From an optimization exercise on the open Yosys and OpenROAD flow, aimed at small area, a short achievable clock period and few clock cycles; shortcuts taken in it are not production practice.
At most, simulation tests tie the RTL to the original design; equivalence was not proved.
Only the layout flow was run in run 2; the RTL was not checked for function there.

$ cat design/flow/design.v
module divider_control
(
    input  logic clk,
    input  logic rst,
    input  logic div_start,
    input  logic [2:0] div_op,
    input  logic [31:0] dividend,  
    input  logic [31:0] divisor,  
    input  logic [31:0] dividend_reg,
    input  logic [31:0] divisor_reg,
    input  logic dividend_msb,
    input  logic divisor_msb,
    input  logic [31:0] R_reg,
    output logic sub_shift,
    output logic shift_signal,
    output logic div_done,
    output logic [31:0] counter,
    output logic flip_dividend,
    output logic flip_divisor,
    output logic compute_sign,
    output logic special_zero,
    output logic divide_by_zero,
    output logic overflow,
    output logic div_stall,
    output logic compute_start
);
enum logic [2:0] {
    idle_state,
    shift_state,
    sub_state,
    start_state,
    done_compute
} state, next_state;
logic [31:0] counter_next;
always_comb begin : state_outputs
    div_done = '0;
    div_stall = '0;
    flip_dividend = '0;
    flip_divisor = '0;
    compute_sign = '0;
    compute_start = '0;
    special_zero = '0;
    divide_by_zero = '0;
    overflow = '0;
    sub_shift = '0;
    shift_signal = '0;
    counter_next = counter;
    unique case(state)
        idle_state: begin
            counter_next = 32'd31;
            if(div_start) begin
                div_stall = '1;
                compute_sign = '1;
                if(divisor == '0)
                    divide_by_zero = '1;
                else if((div_op == 3'b100 || div_op == 3'b110) && divisor == '1 && dividend == 32'h80000000)
                    overflow = '1;  
                else if((div_op == 3'b101 || div_op == 3'b111) && (divisor > dividend))
                    special_zero = '1;    
                else if(div_op == 3'b100 || div_op == 3'b110) begin
                    if(dividend_msb)
                        flip_dividend = '1;
                    if(divisor_msb)
                        flip_divisor = '1;
                end 
            end
        end
        start_state: begin
            div_stall = '1;
            compute_start = '1;
        end
        shift_state: begin
            div_stall = '1;
            shift_signal = '1;
        end
        sub_state: begin
            div_stall = '1;
            if(divisor_reg <= R_reg) begin
                sub_shift = '1;
            end
            counter_next = counter - 32'd1;
        end
        done_compute: begin
            div_done = '1;
        end
    endcase
end
always_comb begin : next_state_logic
    unique case(state)
        idle_state: begin
            if(div_start) begin
                if(divisor == '0)
                    next_state = done_compute;
                else if((div_op == 3'b100 || div_op == 3'b110) && divisor == '1 && dividend == 32'h80000000)
                    next_state = done_compute;
                else 
                    next_state = start_state;
            end
            else
                next_state = idle_state;            
        end
        start_state: begin
            if(divisor_reg > dividend_reg)
                next_state = done_compute;
            else begin    
                next_state = shift_state;
            end
        end
        shift_state: begin
            next_state = sub_state;
        end
        sub_state: begin
            if(counter == 0) begin
                next_state = done_compute;
            end
            else begin
                next_state = shift_state;
            end
        end
        done_compute: begin
            next_state = idle_state;
        end
        default: next_state = idle_state;
    endcase
end
always_ff @(posedge clk) begin: next_state_assignment
    if (rst) begin
        state <= idle_state;
        counter <= 0;
    end
    else begin
        state <= next_state;
        counter <= counter_next;
    end
end
endmodule
module divider_datapath
(
    input clk,
    input rst,
    input  logic [31:0] dividend,  
    input  logic [31:0] divisor,  
    input  logic [31:0] counter,
    input logic sub_shift,
    input logic [2:0] div_op,
    input  logic shift_signal,
    input  logic flip_dividend,
    input  logic flip_divisor,
    input  logic compute_sign,
    input  logic special_zero,
    input  logic divide_by_zero,
    input  logic overflow,
    input  logic compute_start,
    output logic [31:0] quotient,  
    output logic [31:0] remainder,  
    output logic dividend_msb,
    output logic divisor_msb,
    output logic [31:0] dividend_reg,
    output logic [31:0] divisor_reg,
    output logic [31:0] R_reg
); 
logic [31:0] Q_reg;
assign dividend_msb = dividend[31];
assign divisor_msb = divisor[31];
always_ff @(posedge clk) begin : set_inputs
    if(rst) begin
        dividend_reg <= '0;
        divisor_reg <= '0;
    end
    else if(compute_sign) begin
        if(flip_dividend && flip_divisor) begin
            dividend_reg <= ~(dividend) + 1;
            divisor_reg <= ~(divisor) + 1;
        end
        else if(flip_dividend) begin
            dividend_reg <= ~(dividend) + 1;
            divisor_reg <= divisor;
        end
        else if(flip_divisor) begin
            dividend_reg <= dividend;
            divisor_reg <= ~(divisor) + 1;
        end
        else begin
            dividend_reg <= dividend;
            divisor_reg <= divisor;
        end
    end
end : set_inputs
always_ff @(posedge clk) begin 
    if(rst) begin
        Q_reg <= '0;
        R_reg <= '0;
    end
    else if(special_zero) begin
        Q_reg <= '0;
        R_reg <= dividend_reg;
    end
    else if(divide_by_zero)begin
        Q_reg <= '1;
        R_reg <= dividend;
    end
    else if(overflow) begin
        Q_reg <= dividend;
        R_reg <= '0;
    end
    else if(compute_start) begin
        Q_reg <= '0;
        R_reg <= (divisor_reg > dividend_reg) ? dividend_reg : '0;
    end
    else if(sub_shift) begin
        R_reg <= R_reg - divisor_reg;
        Q_reg[counter] <= 1'b1;
    end
    else if(shift_signal) begin
        R_reg <= {R_reg[30:0], dividend_reg[counter]};
    end
end
always_comb begin
    if((div_op == 3'b100 || div_op == 3'b110) && divisor != '0) begin
        if(dividend_msb) begin
            if(~divisor_msb) begin
                quotient = ~(Q_reg) + 1;
                remainder = ~(R_reg) + 1;
            end
            else begin
                quotient = Q_reg;
                remainder = ~(R_reg) + 1;
            end
        end
        else begin
            if(divisor_msb) begin
                quotient = ~(Q_reg) + 1;
                remainder = R_reg;
            end
            else begin
                quotient = Q_reg;
                remainder = R_reg;
            end
        end    
    end
    else begin
        quotient = Q_reg;
        remainder = R_reg;
    end
end
endmodule
module divider
(
    input clk,
    input rst,
    input  logic div_start,
    input logic [2:0] div_op,
    input  logic [31:0] dividend,  
    input  logic [31:0] divisor,  
    output logic [31:0] quotient,  
    output logic [31:0] remainder,  
    output logic div_stall,
    output logic div_done
);
    logic sub_shift;
    logic shift_signal;
    logic flip_dividend;
    logic flip_divisor;
    logic compute_sign;
    logic special_zero;
    logic divide_by_zero;
    logic overflow;
    logic dividend_reg_bit;
    logic dividend_msb;
    logic divisor_msb;
    logic [31:0] dividend_reg;
    logic [31:0] divisor_reg;
    logic [31:0] R_reg;
    logic [31:0] counter;
    logic compute_start;
divider_control DIVIDER_CONTROL(
    .clk(clk),
    .rst(rst),
    .div_start(div_start),
    .div_op(div_op),
    .dividend(dividend), 
    .divisor(divisor),
    .dividend_reg(dividend_reg),
    .divisor_reg(divisor_reg),
    .dividend_msb(dividend_msb),
    .divisor_msb(divisor_msb),
    .R_reg(R_reg),
    .sub_shift(sub_shift),
    .shift_signal(shift_signal),
    .div_done(div_done),
    .flip_dividend(flip_dividend),
    .flip_divisor(flip_divisor),
    .compute_sign(compute_sign),
    .special_zero(special_zero),
    .divide_by_zero(divide_by_zero),
    .overflow(overflow),
    .counter(counter),
    .div_stall(div_stall),
    .compute_start(compute_start)
);
divider_datapath divider_datapath(
    .clk(clk),
    .rst(rst),
    .dividend(dividend), 
    .divisor(divisor),
    .dividend_reg(dividend_reg),
    .divisor_reg(divisor_reg),
    .dividend_msb(dividend_msb),
    .divisor_msb(divisor_msb),
    .div_op(div_op),
    .R_reg(R_reg),
    .sub_shift(sub_shift),
    .shift_signal(shift_signal),
    .flip_dividend(flip_dividend),
    .flip_divisor(flip_divisor),
    .compute_sign(compute_sign),
    .special_zero(special_zero),
    .divide_by_zero(divide_by_zero),
    .overflow(overflow),
    .counter(counter),
    .quotient(quotient),
    .remainder(remainder),
    .compute_start(compute_start)
);
endmodule
$ cat design/flow/config.mk
export PLATFORM = sky130hd
export DESIGN_NAME = divider
export DESIGN_NICKNAME = divider
export VERILOG_FILES = /design/flow/design.v
export SDC_FILE = /design/flow/constraint.sdc
export NUM_CORES = 4
export LEC_CHECK = 0
export CAP_MARGIN = 20
export CORE_MARGIN = 2
export CORE_UTILIZATION = 40
export PLACE_DENSITY = 0.6
export SLEW_MARGIN = 20
$ cat design/flow/constraint.sdc
create_clock -name core_clock -period 10.0 [get_ports {clk}]
set_input_delay 2.0000 -clock core_clock [delete_from_list [all_inputs] [get_ports {clk}]]
set_output_delay 2.0000 -clock core_clock [all_outputs]
set_load 0.01 [all_outputs]
$ cat design/flow/run.sh
#!/bin/bash
# synth_recipe.tcl (not shown) runs the flow's synth.tcl, then flattens the netlist and writes it again
# the make line also repeats each setting of config.mk as NAME=value (left out here)
make -C /OpenROAD-flow-scripts/flow DESIGN_CONFIG=/design/flow/config.mk WORK_HOME=/design/flow/orfs CLKGATE_MAP_FILE= SYNTH_SCRIPT=/design/flow/synth_recipe.tcl finish
==> impl_metrics.toml, run 1 <==
[setup_path]
crit_fanout = 32
cp_slowest_cell = "and3_1"
reg2reg_setup_slack_ns = 4.95
cp_data_required_time_ns = 8.00
end_kind = "primary output"
critPathArrivalTime_ns = 6.05
r2r-start = "DIVIDER_CONTROL.counter[1]$_SDFFE_PP0N_"
critical_path_depth = 12
critPathBufInv = 4
worstSetupPathType = "in -> out"
cp_cell_sequence = "clkdlybuf4s50_1, inv_1, ha_1, or4b_1, or2_2, nor4_1, buf_4, nand4_1, and3_1, o41ai_1, xnor2_1, clkdlybuf4s50_1"
slowest_delay_ns = 0.67
rr_worst_depth = 11
start_kind = "input pin"
cpLargestDelayFamily = "simple AND/OR/NAND/NOR gates"
rr_endpoint = "divider_datapath.Q_reg[14]$_SDFFE_PP0P_"
cpMostUsedCell = "clkdlybuf4s50_1"

[yosys]
synthCells = 2039
netlist_area_sq_mm = 0.0149
synthArstFlopShare_pct = 0
synth-edff-count = 0
ys_seq_area_share_pct = 21.9
syn_avg_cell_area_sq_um = 7.31
synth_cell_types = 77
synth_warnings = 2
synth_fp_nets = 2213
synth_top_area_share_pct = 21.9
synth_top_area_cell = "dfxtp_1"
synth.area.top_cells = "dfxtp_1 (22%), ha_1 (8.6%), xnor2_1 (6.9%), nor2_1 (5.2%), a21oi_1 (5.0%)"
synth_flop_cell = "dfxtp_1"
synth-seq-cells = 163

[sta]
slew_violations = 0
skew_ns = 0.00881
setup_tns_ns = 0
rsz0062_at_grt = "false"
slew_headroom_pct = 32.3
setup_viol = 0
max_freq_mhz = 124
hold_viol = 0
period_minus_slack_ns = 8.05
post-route-period-util_pct = 80.5
worst_slew_pin_slew_ns = 1.02

[placed_design]
place_congestion = 0.944
hpwl_microns = 40800
io_buffers = 134

[detailed_routing]
avgRoutedWirePerCell_microns = 20.9
antenna_left = 0
route.detailed.drc = 0
drt_iter0_markers = 1316
viasPerCell = 6.18
num_vias = 15800
dr.pass1.iters = 5
routed_wl_microns = 53400

[clock_tree]
ctsResizeCount = 0
clk_latency_ns = 0.46
cts_setup_buffers = 0
numClockSinks = 163
clock-root-buffer = "clkbuf_16"
cts_buffers = 17
path_clk_slew_ns = 0.06
cts_tree = "yes"
cts_hold_buffers = 0
clockBufferDepth = 2
htreeDepth = 4

[worst_hold_path]
hold_path.class = "reg -> reg"
hp-start = "divider_datapath.dividend_reg[31]$_SDFFE_PP0P_"
whs_endpoint = "divider_datapath.dividend_reg[31]$_SDFFE_PP0P_"
holdPathStages = 2

[run]
drv_cap = 0

[grt]
grt_pass1_wl_microns = 82700
overflow = 0
antenna_found_initial = 0
grt_max_degree = 95
grt_util_all_layers_pct = 27.3
grt_pass1_vias = 14800

[outcome]
status = "finished clean"

[layout]
drive_above_1_share_pct = 4.35
antennaDiodeCount = 0
area_growth_pct = 14.9
fin_nets = 2251
final_core_util_pct = 46.8

[floorplanning]
placement_rows = 70
core_sq_mm = 0.0366
initial_core_util_pct = 40.7
die_h_microns = 197
ios = 136
chipWidth_microns = 197
die-area_sq_mm = 0.0388
## worst register-to-register path, cell delays in order (launching register included)
cell and delay [ns]:
dfxtp_1 0.52, inv_1 0.20, ha_1 0.58, clkinv_1 0.46
nor3_1 0.78, a222oi_1 0.25, a31o_1 0.24, a2111oi_0 0.64
nand4_1 0.30, nor3_1 0.46, nand4_1 0.33, o22ai_1 0.20
## layout make-up
cell class                      instances  area, sq um
Clock buffer                           23          478
Clock inverter                          9          151
Fill cell                            3724        19500
Inverter                              133          499
Multi-Input combinational cell       1608        10700
Sequential cell                       163         3260
Tap cell                              468          586
Timing Repair Buffer                  154         1490
## placed cells by master (no fill, tap or decap), drive strengths merged, types with 11 or more instances in the layout
master / n
nor2: 208
dfxtp: 163
nand2: 154
a21oi: 149
o21ai: 135
clkdlybuf4s50: 133
inv: 131
xnor2: 118
ha: 103
nor3: 58
a211oi: 58
a21o: 55
nand4: 46
or3: 41
nor4: 36
nand3: 36
o221ai: 35
o31ai: 34
xor2: 31
or4: 28
o211ai: 28
a311oi: 28
a31oi: 24
clkbuf: 23
buf: 21
a221oi: 19
nand2b: 15
o41ai: 15
o22ai: 14
or2: 12
and3: 12
nor2b: 11
## cell usage after synthesis (34+ instances only)
cell and n:
xnor2_1 118, ha_1 103, a211oi_1 58, a21o_1 55
nor4_1 36, o221ai_1 35, clkbuf_1 120, dfxtp_1 163
nand3_1 34, inv_1 131, nor3_1 58, nor2_1 208
a21oi_1 149, o21ai_0 112, or3_1 41, nand4_1 46
nand2_1 154, o31ai_1 34
## per-stage QoR
stage / area [sq um] / hold slack, ns / setup slack (ns) / std cells
CTS: 17100 / 0.521 / 1.90 / 2558
finish: 17100 / 0.518 / 1.95 / 2558
floorplan: 14900 / 0.449 / 3.43 / 2039
global route: 17100 / 0.546 / 1.65 / 2558
global placement: 16500 / 0.506 / 1.92 / 2525
detailed placement: 16500 / 0.516 / 1.92 / 2526
## worst max-delay path by stage
stage / slack (ns) / start / to
2_1_floorplan: 3.43 / divisor[0] / remainder[26]
3_3_place_gp: 1.92 / divisor[0] / remainder[11]
3_5_place_dp: 1.92 / divisor[1] / remainder[21]
4_1_cts: 1.90 / divisor[0] / remainder[21]
5_1_grt: 1.65 / divisor[0] / quotient[26]
6_report: 1.95 / divisor[0] / quotient[26]
## per-layer routing
| metal | up-vias | GRT usage, % | part of all wire [%] |
|---|---|---|---|
| met2 | 551 | 47.7 | 49 |
| li1 | 7649 | - | - |
| met4 | 0 | 14.2 | 4.9 |
| met5 | - | 0 | 0 |
| met1 | 7490 | 32.8 | 41 |
| met3 | 130 | 3.38 | 4.9 |
## cell families (layout without fill, tap and decap cells)
kind of cell	Yosys count	after routing	synth area share [%]
fa+ha+maj	104	104	8.78
mux	17	17	2.00
simple gates	676	676	22.1
buf+inv	268	319	6.88
compound gates	662	662	29.6
xor+xnor	149	149	8.76
flops	163	163	21.9
Testbench counts, summed over its fixed seeds: cycles 77,838.
==> inputs of run 2 (changes only) <==
==> design/flow/design.v (replaced) <==
module divider
(
    input clk,
    input rst,
    input  logic div_start,
    input logic [2:0] div_op,
    input  logic [31:0] dividend,  
    input  logic [31:0] divisor,  
    output logic [31:0] quotient,  
    output logic [31:0] remainder,  
    output logic div_stall,
    output logic div_done
);
    localparam logic [1:0] S_IDLE = 2'b00, S_PREP = 2'b01, S_ITER = 2'b11, S_DONE = 2'b10;
    logic [1:0]  state;
    logic [31:0] rq;     
    logic [31:0] rr;     
    logic [31:0] rd;     
    logic [3:0]  cnt;    
    logic        nq;     
    logic        nr;     
    logic [31:0] rq_s, rr_s;
    assign rq_s = nq ? -rq : rq;
    assign rr_s = nr ? -rr : rr;
    assign quotient  = rq_s;
    assign remainder = rr_s;
    assign div_stall = state[0] | (div_start & ~state[1]);
    assign div_done  = (state == S_DONE);
    function automatic [5:0] lead0(input logic [31:0] x);
        lead0 = 6'd32;
        for (int i = 0; i < 32; i++)
            if (x[i]) lead0 = 6'(31 - i);
    endfunction
    logic [5:0] za, zb;
    logic       bzero;
    logic [6:0] diff;
    logic [4:0] it;
    assign za = lead0(rq ^ {32{nq}}) - {5'd0, nq};
    assign zb = lead0(rr ^ {32{nr}});
    assign bzero = zb[5] & ~nr;
    assign diff = {1'b0, zb} + 7'd2 - {1'b0, za};
    always_comb begin
        if (bzero || diff >= 7'd33 && !diff[6]) it = 5'd16;
        else if (diff[6]) it = 5'd0;
        else it = diff[5:1];
    end
    logic [31:0] rot0, rot1, rot2, rot3, rot4, hm;
    assign rot0 = rq_s;
    assign rot1 = it[0] ? {rot0[1:0],  rot0[31:2]}  : rot0;
    assign rot2 = it[1] ? {rot1[3:0],  rot1[31:4]}  : rot1;
    assign rot3 = it[2] ? {rot2[7:0],  rot2[31:8]}  : rot2;
    assign rot4 = it[3] ? {rot3[15:0], rot3[31:16]} : rot3;
    assign hm = ~(32'hffff_ffff >> {it, 1'b0});
    logic [33:0] x;
    logic [34:0] t1, t2, t3, s3, c3, a3, b3, d3;
    logic        ge1, ge2, ge3;
    assign x  = {rr, rq[31:30]};
    assign t1 = {1'b0, x} - {3'b0, rd};
    assign t2 = {1'b0, x} - {2'b0, rd, 1'b0};
    assign a3 = {1'b0, x};
    assign b3 = ~{2'b0, rd, 1'b0};
    assign d3 = ~{3'b0, rd};
    assign s3 = a3 ^ b3 ^ d3;
    assign c3 = (a3 & b3) | (a3 & d3) | (b3 & d3);
    logic [35:0] t3w;
    assign t3w = {s3, 1'b1} + {c3[33:0], 1'b1, 1'b1};
    assign t3 = t3w[35:1];
    assign ge1 = ~t1[34];
    assign ge2 = ~t2[34];
    assign ge3 = ~t3[34];
    logic [31:0] r_next;
    logic [1:0]  q_dig;
    always_comb begin
        if (ge3)      begin r_next = t3[31:0]; q_dig = 2'd3; end
        else if (ge2) begin r_next = t2[31:0]; q_dig = 2'd2; end
        else if (ge1) begin r_next = t1[31:0]; q_dig = 2'd1; end
        else          begin r_next = x[31:0];  q_dig = 2'd0; end
    end
    always_ff @(posedge clk) begin
        if (rst) state <= S_IDLE;
        else begin
            case (state)
                S_IDLE: if (div_start) state <= S_PREP;
                S_PREP: state <= (it == 5'd0) ? S_DONE : S_ITER;
                S_ITER: if (cnt == 4'd0) state <= S_DONE;
                default: state <= S_IDLE;
            endcase
        end
    end
    always_ff @(posedge clk) begin
        case (state)
            S_PREP: begin
                rr  <= rot4 & ~hm;
                rq  <= rot4 & hm;
                rd  <= rr_s;
                cnt <= it[3:0] - 4'd1;
                nq  <= (nq ^ nr) & ~bzero;
                nr  <= nq;
            end
            S_ITER: begin
                rr  <= r_next;
                rq  <= {rq[29:0], q_dig};
                cnt <= cnt - 4'd1;
            end
            default: begin
                rr  <= divisor;
                rq  <= dividend;
                nq  <= ~div_op[0] & dividend[31];
                nr  <= ~div_op[0] & divisor[31];
            end
        endcase
    end
endmodule
==> impl_metrics.toml, run 2 <==
[layout]
layout_common_cells = "nand2_1 (198), nor2_1 (160), o21ai_0 (135), clkdlybuf4s50_1 (133), inv_1 (128)"
fin_nets = 2244
largestRegisters = "rd: 32 flops, rq: 32 flops, rr: 32 flops"
drive_above_1_share_pct = 5.22
final_common_cell = "nand2_1"
area_growth_pct = 12.4
antennaDiodeCount = 0
multi_input_area_sq_mm = 0.0116
seq_area_sq_mm = 0.00246
fill_cells = 3768
final_core_util_pct = 45.4

[yosys]
synthArstFlopShare_pct = 0
synth_top_family_by_area = "compound AO/OA/AOI/OAI gates"
synth-edff-count = 38
netlist_area_sq_mm = 0.0151
synthMuxAreaShare_pct = 8.19
synth_warnings = 1
ys_seq_area_share_pct = 16.3
syn_avg_cell_area_sq_um = 7.59
synth_cell_types = 88
synth_most_common_cell = "nand2_1"
synth.area.top_cells = "ha_1 (9.5%), dfxtp_1 (8.8%), edfxtp_1 (7.6%), mux2i_1 (5.5%), xnor2_1 (5.2%)"
post_synth_most_frequent_cells = "nand2_1 (198), nor2_1 (160), o21ai_0 (135)"
synth_fp_nets = 2208
synth_compound_area_share_pct = 27.2
synthCells = 1989
synth-seq-cells = 104
synth_top_area_share_pct = 9.45
synthXorXnorAreaFrac_pct = 7.71
synth_flop_cell = "dfxtp_1"
synth_fa_ha_area_share_pct = 14.1
synth_simple_gate_area_share_pct = 19.6
synth_top_area_cell = "ha_1"

[sta]
setup_viol = 0
post-route-period-util_pct = 83.1
rsz0062_at_grt = "false"
worst_slew_pin_slew_ns = 1.12
whs_ns = 0.641
slew_headroom_pct = 24.6
hold_viol = 0
slew_violations = 0
skew_ns = 0.0168
max_freq_mhz = 120
setup_tns_ns = 0
period_minus_slack_ns = 8.31

[run]
drv_cap = 0

[worst_hold_path]
hp-start = "cnt[0]$_DFFE_PN_"
hold_path.class = "reg -> reg"

[floorplanning]
initial_core_util_pct = 40.3
placement_rows = 71
ios = 136
core_sq_mm = 0.0374
chipWidth_microns = 198
die-area_sq_mm = 0.0393
die_h_microns = 198

[setup_path]
rr_endpoint = "rr[6]$_DFF_P_"
cp_data_required_time_ns = 10.26
r2r-start = "nr$_DFFE_PN_"
worstSetupPathType = "reg -> reg"
startpoint = "nr$_DFFE_PN_"
slowest_delay_ns = 0.87
cp_slowest_cell = "edfxtp_1"
endpoint = "rr[6]$_DFF_P_"
rr_worst_depth = 31
start_kind = "register"
reg2reg_setup_slack_ns = 1.69
crit_fanout = 70
critPathArrivalTime_ns = 8.57
end_kind = "register"
cpMostUsedCell = "o21ai_0"

[placed_design]
hpwl_microns = 41200
place_congestion = 0.926
io_buffers = 133

[clock_tree]
path_clk_slew_ns = 0.09
numClockSinks = 104
clockBufferDepth = 2
clk_latency_ns = 0.40
cts_tree = "yes"
cts_hold_buffers = 0
cts_buffers = 9
ctsResizeCount = 0
cts_setup_buffers = 0
clock-root-buffer = "clkbuf_16"
htreeDepth = 3

[detailed_routing]
dr.pass1.iters = 5
drt_iter0_markers = 1135
routed_wl_microns = 52400
num_vias = 14900
viasPerCell = 5.86
avgRoutedWirePerCell_microns = 20.6
route.detailed.drc = 0
antenna_left = 0

[grt]
grt_util_all_layers_pct = 26.6
grt_pass1_vias = 14500
antenna_found_initial = 0
overflow = 0
grt_max_degree = 71
grt_pass1_wl_microns = 80700

[outcome]
status = "finished clean"
-- run 2: cell count changes in the layout (fill, tap and decap cells not counted), sizes merged, moves of 21 or more --
cell	delta
a211oi	-42
mux2i	+79
edfxtp	+38
a21oi	-36
dfxtp	-97
nor4	-32
fa	+34
nand4	-41
nor2	-47
mux2	+31
nand2	+46
xnor2	-28
a311oi	-25
and3	+21
-- run 2: worst min path at each step --
stage                             endpoint  cells after the start
after global routing      cnt[0]$_DFFE_PN_                      1
after detailed placement  cnt[0]$_DFFE_PN_                      1
after global placement    cnt[0]$_DFFE_PN_                      1
final                     cnt[0]$_DFFE_PN_                      1
after CTS                 cnt[0]$_DFFE_PN_                      1
after floorplan            rd[0]$_DFFE_PP_                      0
-- run 2: stage by stage --
stage               area [sq um]  std cells  setup WS (ns)
floorplan                  15100       1989           3.51
global placement           16700       2525           1.91
detailed placement         16700       2525           1.81
CTS                        17000       2541           1.79
global route               17000       2541           1.06
finish                     17000       2541           1.69
-- run 2: cells by family after synthesis --
logic type,Yosys count
AO/OA/AOI/OAI,608
XOR/XNOR,132
adder cells (fa/ha/maj),149
buffers and inverters,256
flip-flops,104
multiplexers,117
AND/OR/NAND/NOR,623
-- run 2: critical path, delay by kind of cell, from the launching register on --
kind | cells | cell delay [ns]
AND/OR/NAND/NOR | 4 | 1.05
multiplexers | 3 | 0.99
adder cells (fa/ha/maj) | 3 | 0.91
buffers and inverters | 4 | 1.03
AO/OA/AOI/OAI | 17 | 3.27
flip-flops | 1 | 0.87
-- run 2: layer usage --
layer	vias to the layer above	GRT usage [%]	share of wire (%)
li1	7311	-	-
met1	7022	35.0	45
met2	467	43.6	45
met3	95	2.38	4.6
met4	0	13.3	4.8
met5	-	0	0
-- run 2: cell type report --
type | count | area share (%)
multi-input cells | 1629 | 68.5
flip-flops and latches | 104 | 14.5
repair buffers | 152 | 8.69
well taps | 511 | 3.77
inverters | 129 | 2.85
clock buffers | 9 | 1.33
clock inverters | 7 | 0.302

==> static timing again, ports no longer ideal <==
How much do the figures lean on ideal ports? The routed layouts below were timed once more, with nothing changed but the port constraints. Step 1 sets driving cells, clkbuf_16 on the clock port and buf_2 on the other inputs (assumed; they add their load-dependent delay and slew). Step 2, shift: input delay + t, output delay - t, t = (earliest + latest rising clock arrival at the registers) / 2. This alone moves slack from input paths to output paths. a / b / c = no drivers / after step 1 / after step 2; a / b = the first two.
run | t, ns | setup WS [ns] | hold WS [ns] | worst slew at a driven data input, ns
run 1 | 0.504 | 1.947 / 1.922 / 1.922 | 0.518 / 0.518 / 0.518 | 0.06
run 2 | 0.435 | 1.687 / 1.687 / 1.687 | 0.641 / 0.641 / 0.641 | 0.05
After both steps every run listed still meets setup and hold. The setup slack of run 1, which loses most, moves by -0.025 ns with the drivers and by -0.025 ns with both steps.
